What follows belongs to an exercise in optimizing a design on an open flow for small area; a production flow would make more cautious choices. In this exercise RTL edits were held to simulation tests only and were not proved equivalent to the original.

==> inputs of trial 88 <==
// cordic
module cordic #(
    parameter INPUT_DATA_WIDTH = 16,
    parameter ITERATIONS = 16
)(
    input wire i_clk,
    input wire i_resetn,
    input wire signed [INPUT_DATA_WIDTH - 1:0] i_xIn,
    input wire signed [INPUT_DATA_WIDTH - 1:0] i_yIn,
    input wire signed [31:0] i_angle,
    output reg signed [INPUT_DATA_WIDTH:0] o_xOut,
    output reg signed [INPUT_DATA_WIDTH:0] o_yOut
);
wire [1:0] q = i_angle[31:30];
wire signed [16:0] xs = i_xIn, ys = i_yIn;
wire signed [16:0] w_xpre = (q == 2'b01) ? -ys : (q == 2'b10) ? ys : xs;
wire signed [16:0] w_ypre = (q == 2'b01) ? xs : (q == 2'b10) ? -xs : ys;
wire w_nz29 = |i_angle[28:0];
wire w_d0 = ~q[1] & (i_angle[29] | w_nz29);
wire [1:0] w_t = {q[1], i_angle[29]};
wire [1:0] w_t1 = w_d0 ? w_t - 2'd1 : w_t + 2'd1;
wire w_d1 = (w_t1 == 2'b01) | ((w_t1 == 2'b00) & w_nz29);
reg signed [16:0] r_x0, r_y0;
reg [30:0] r_a1;
reg r_d0, r_d1;
always @(posedge i_clk or negedge i_resetn)
    if (~i_resetn) begin r_x0 <= 17'sd0; r_y0 <= 17'sd0; end
    else begin r_x0 <= w_xpre; r_y0 <= w_ypre; end
always @(posedge i_clk) begin
  ...
clock: 5.5 ns
lec_check: 0
cap_margin: 20
core_margin: 2
core_utilization: 60
cts_cluster_diameter: 60
cts_cluster_size: 20
slew_margin: 20
run.sh (not shown) runs the stock make flow with config.mk's settings and CLKGATE_MAP_FILE= SYNTH_SCRIPT=/design/flow/synth_recipe.tcl, a recipe that flattens the netlist after the stock synthesis.
==> build 45: changes against trial 88 <==
- CORE_UTILIZATION: 60 -> 40
- CTS_CLUSTER_DIAMETER: 60 -> default
- CTS_CLUSTER_SIZE: 20 -> default
==> metrics.md <==
| Metric | Value |
|---|---|
| Status | complete, no violations |
| Site Rows | 105 |
| Final Skew | 19.8 ps |
| Period minus WS final | 5080 ps |
| CP required | 6000 ps |
| Met2 Use GR | 36.0% |
| Wirelength per Cell | 13.6 um |
| Via count | 26000 |
| Seq/total area | 35.7% |
-- figures above: trial 88

==> metrics.md <==
| Metric | Value |
|---|---|
| Site Rows | 129 |
| Final Skew | 25.3 ps |
| Seq/total area | 34.6% |
| Worst Path Arrival | 5590 ps |
| Commonest non-fill, non-tap cell in the layout | dfxtp_1 |
| #FFs+latches synth | 971 |
| Status | complete, no violations |
| Period minus WS final | 5030 ps |
| Pin count of the biggest net entering global routing | 54 |
| Via count | 25800 |
| CP Cell Sequence | mux2_2 > fa_1 > fa_1 > fa_1 > fa_1 > fa_1 > fa_1 > fa_1 > inv_1 > fa_1 > nand3_1 > or3_1 > nor4_1 > xnor2_1 |
| DR WL met2 | 39200 um |
| Syn Area/Cell | 11.9 um2 |
| Wirelength per Cell | 11.4 um |
| CP required | 6070 ps |
| Top Ports | 100 |
| Met2 Use GR | 23.9% |
| Clk pin slew, worst setup/hold paths | 60 ps |
-- figures above: build 45


==> build 25: inputs <==
Another version of the RTL of cordic (not shown whole).
// cordic
module cordic #(
    parameter INPUT_DATA_WIDTH = 16,
    parameter ITERATIONS = 16
)(
    input wire i_clk,
    input wire i_resetn,
    input wire signed [INPUT_DATA_WIDTH - 1:0] i_xIn,
    input wire signed [INPUT_DATA_WIDTH - 1:0] i_yIn,
    input wire signed [31:0] i_angle,
    output reg signed [INPUT_DATA_WIDTH:0] o_xOut,
    output reg signed [INPUT_DATA_WIDTH:0] o_yOut
);
==> flow/config.mk <==
export PLATFORM = sky130hd
export DESIGN_NAME = cordic
export DESIGN_NICKNAME = cordic
export VERILOG_FILES = /design/flow/design.v
export SDC_FILE = /design/flow/constraint.sdc
export NUM_CORES = 4
export LEC_CHECK = 0
export CAP_MARGIN = 0
export CORE_MARGIN = 2
export CORE_UTILIZATION = 60
export CTS_CLUSTER_DIAMETER = 90
export CTS_CLUSTER_SIZE = 28
export SLEW_MARGIN = 0
==> flow/constraint.sdc <==
create_clock -name core_clock -period 5.5 [get_ports {i_clk}]
set_input_delay 1.1000 -clock core_clock [delete_from_list [all_inputs] [get_ports {i_clk}]]
set_output_delay 1.1000 -clock core_clock [all_outputs]
set_load 0.01 [all_outputs]
standard.sh (not shown) runs the stock make flow with config.mk's settings and CLKGATE_MAP_FILE= SYNTH_SCRIPT=/design/flow/synth_recipe.tcl, a recipe that flattens the netlist after the stock synthesis.
==> flow/flow/run.sh <==
#!/bin/bash
# The standard layout (standard.sh: standard synthesis and the ORFS flow), with one change:
# the buffers that placement puts on the input and output ports are the smallest buffer cell,
# sky130_fd_sc_hd__buf_1, instead of the flow's default choice. The make output (every tool's
# output, in order) goes to standard_flow.log here; ORFS keeps each step's own log under orfs/logs.
set -euo pipefail
export BUFFER_PORTS_ARGS="-buffer_cell sky130_fd_sc_hd__buf_1"
bash standard.sh > standard_flow.log 2>&1
==> trial 93: changes against build 25 <==
Settings changed: CAP_MARGIN 0 to 20, CORE_UTILIZATION 60 to 70, SLEW_MARGIN 0 to 20.
==> build 38: changes against build 25 <==
Settings changed: CAP_MARGIN 0 to 20, CORE_UTILIZATION 60 to 50, SLEW_MARGIN 0 to 20.
==> notes <==
- Via count, lowest first: build 38, build 25, trial 93.
- Setup slack: build 38 is better than trial 93 (0.025 ns).
- In register-to-register slack, build 25 and trial 93 hardly differ.
- In build 38 the non-clock buffer count is lower than in build 25, by 2.

==> 05-17 <==
RTL: one of the versions met above, not the one the previous note started from.
clock: 5.5 ns
lec_check: 0
cap_margin: 20
core_margin: 2
core_utilization: 60
cts_cluster_diameter: 80
cts_cluster_size: 25
slew_margin: 20
run.sh (not shown) runs the stock make flow with config.mk's settings and CLKGATE_MAP_FILE= SYNTH_SCRIPT=/design/flow/synth_recipe.tcl, a recipe that flattens the netlist after the stock synthesis.
Stock flow here: none of the scripts above is used.
==> inputs of 09-26, as changes to 05-17 <==
- CORE_UTILIZATION: 60 -> 65
- CTS_BUF_LIST: unset -> sky130_fd_sc_hd__clkbuf_4
- CTS_CLUSTER_DIAMETER: 80 -> unset
- CTS_CLUSTER_SIZE: 25 -> unset
==> inputs of 09-06, as changes to 05-17 <==
- CTS_CLUSTER_DIAMETER: 80 -> 90
- CTS_CLUSTER_SIZE: 25 -> 28
- GPL_TIMING_DRIVEN: unset -> 0
==> inputs of 09-20, as changes to 05-17 <==
- CTS_CLUSTER_DIAMETER: 80 -> 100
- CTS_CLUSTER_SIZE: 25 -> 32
==> comparison table <==
	09-06	09-20	05-17	09-26
Layout cell share with drive strength beyond 1	4.17%	3.60%	4.07%	10.9%
Result of the run	finished clean	finished clean	finished clean	finished clean
Area taken by flip-flops and latches	19600 um2	19600 um2	19600 um2	19600 um2
Layout buffer count excluding clock buffers	169	145	145	144
Critical path launch point	r_dd2$_DFF_P_	r_dd15$_DFF_P_	r_xn15[15]$_DFF_P_	r_xn15[15]$_DFF_P_
Antenna violations before repair	0	0	0	2
Number of placement rows	105	105	105	101
Total number of vias	25800	25600	25700	27200
Routability congestion estimate from global placement	0.827	0.831	0.831	0.828
Fraction of met2 tracks used by global routing	38.2%	35.6%	35.7%	38.6%
Post-CTS Resized	41	0	0	0
Final critical-path share of the clock period	95.8%	92.5%	92.6%	92.8%
CTS Buf Count	43	38	49	277

==> inputs of tundra <==
cordic with an RTL version that a note above also has.
Design cordic, start of the top module:
module cordic #(
    parameter INPUT_DATA_WIDTH = 16,
    parameter ITERATIONS = 16
)(
    input wire i_clk,
    input wire i_resetn,
    input wire signed [INPUT_DATA_WIDTH - 1:0] i_xIn,
    input wire signed [INPUT_DATA_WIDTH - 1:0] i_yIn,
    input wire signed [31:0] i_angle,
    output reg signed [INPUT_DATA_WIDTH:0] o_xOut,
    output reg signed [INPUT_DATA_WIDTH:0] o_yOut
);
==> flow/config.mk <==
export PLATFORM = sky130hd
export DESIGN_NAME = cordic
export DESIGN_NICKNAME = cordic
export VERILOG_FILES = /design/flow/design.v
export SDC_FILE = /design/flow/constraint.sdc
export NUM_CORES = 4
export LEC_CHECK = 0
export CAP_MARGIN = 20
export CORE_MARGIN = 2
export CORE_UTILIZATION = 60
export CTS_CLUSTER_DIAMETER = 90
export CTS_CLUSTER_SIZE = 28
export SLEW_MARGIN = 20
==> flow/constraint.sdc <==
create_clock -name core_clock -period 5.5 [get_ports {i_clk}]
set_input_delay 1.1000 -clock core_clock [delete_from_list [all_inputs] [get_ports {i_clk}]]
set_output_delay 1.1000 -clock core_clock [all_outputs]
set_load 0.01 [all_outputs]
standard.sh (not shown) runs the stock make flow with config.mk's settings and CLKGATE_MAP_FILE= SYNTH_SCRIPT=/design/flow/synth_recipe.tcl, a recipe that flattens the netlist after the stock synthesis.
Scripts as last shown in full above: flow/flow/run.sh
==> inputs of quartz, as changes to tundra <==
--- a/flow/config.mk
+++ b/flow/config.mk
@@ -12,2 +12,3 @@
 export CTS_CLUSTER_SIZE = 28
+export GPL_TIMING_DRIVEN = 0
 export SLEW_MARGIN = 20
==> inputs of nickel, as changes to tundra <==
--- a/flow/config.mk
+++ b/flow/config.mk
@@ -9,5 +9,5 @@
 export CORE_MARGIN = 2
-export CORE_UTILIZATION = 60
-export CTS_CLUSTER_DIAMETER = 90
-export CTS_CLUSTER_SIZE = 28
+export CORE_UTILIZATION = 50
+export CTS_CLUSTER_DIAMETER = 95
+export CTS_CLUSTER_SIZE = 32
 export SLEW_MARGIN = 20
==> notes.md <==
# TYPE chip_impl_metric gauge
chip_impl_metric{name="numPlacedInstances",unit=""} 4383
chip_impl_info{name="hold_start",value="r_dl12_6"} 1
chip_impl_info{name="result_of_the_run",value="finished clean"} 1
chip_impl_metric{name="fmax",unit="MHz"} 186
chip_impl_metric{name="grt_util_met1",unit=""} 0.288
chip_impl_metric{name="multiInputGateArea",unit="mm^2"} 0.0213
-- figures above: tundra

==> notes.md <==
# TYPE chip_impl_metric gauge
chip_impl_metric{name="numPlacedInstances",unit=""} 4563
chip_impl_metric{name="multiInputGateArea",unit="mm^2"} 0.0214
chip_impl_info{name="largestClassByArea",value="multi-input gates"} 1
chip_impl_metric{name="grt_util_met1",unit=""} 0.224
chip_impl_info{name="top_regs",value="r_a1: 31 flops, r_bn4: 28 flops, r_bn7: 25 flops"} 1
chip_impl_info{name="result_of_the_run",value="finished clean"} 1
chip_impl_info{name="hold_start",value="r_d6"} 1
-- figures above: nickel

==> notes.md <==
# TYPE chip_impl_metric gauge
chip_impl_info{name="result_of_the_run",value="finished clean"} 1
chip_impl_metric{name="final_hold_viol_count",unit=""} 0
chip_impl_info{name="hold_start",value="r_dl6_3"} 1
chip_impl_metric{name="grt_util_met1",unit=""} 0.309
chip_impl_metric{name="numPlacedInstances",unit=""} 4384
chip_impl_info{name="rr_startpoint",value="r_dl9_9"} 1
chip_impl_info{name="routed.top_layer",value="met4"} 1
chip_impl_metric{name="fmax",unit="MHz"} 186
chip_impl_info{name="cp-end-kind",value="register"} 1
-- figures above: quartz

re-timing with driven ports:
The flow's constraints put no driver on any port. The routed layouts listed below were extracted and timed again, unchanged, in two steps.
Step 1 (the two cells are an assumption about what drives the block):
set clk [get_ports {i_clk}]
set_driving_cell -lib_cell sky130_fd_sc_hd__clkbuf_16 $clk
set_driving_cell -lib_cell sky130_fd_sc_hd__buf_2 [delete_from_list [all_inputs] $clk]
Step 2 also shifts input and output timing later by t, the mid clock arrival at the registers, as if the neighbouring blocks saw the same clock.
a / b / c = ideal / step 1 / step 2; a / b = the first two.
| run | shift t [ns] | setup slack, ns | worst register clock-pin slew, ns |
|---|---|---|---|
| trial 88 | 0.683 | 0.415 / 0.415 / 0.415 | 0.08 / 0.08 |
| build 45 | 0.750 | 0.473 / 0.473 / 0.473 | 0.06 / 0.06 |
| build 25 | 0.657 | 0.131 / 0.131 / 0.131 | 0.10 / 0.10 |
| trial 93 | 0.660 | 0.141 / 0.141 / 0.141 | 0.11 / 0.11 |
| build 38 | 0.655 | 0.166 / 0.166 / 0.166 | 0.11 / 0.11 |
| 05-17 | 0.689 | 0.404 / 0.404 / 0.404 | 0.10 / 0.10 |
| 09-26 | 1.075 | 0.398 / 0.398 / 0.398 | 0.07 / 0.07 |
| 09-06 | 0.675 | 0.229 / 0.229 / 0.229 | 0.11 / 0.11 |
| 09-20 | 0.669 | 0.415 / 0.415 / 0.415 | 0.12 / 0.12 |
| tundra | 0.657 | 0.131 / 0.131 / 0.131 | 0.10 / 0.10 |
| quartz | 0.649 | 0.138 / 0.138 / 0.138 | 0.11 / 0.11 |
| nickel | 0.657 | 0.141 / 0.141 / 0.141 | 0.12 / 0.12 |
After both steps setup and hold are still met in every run listed.
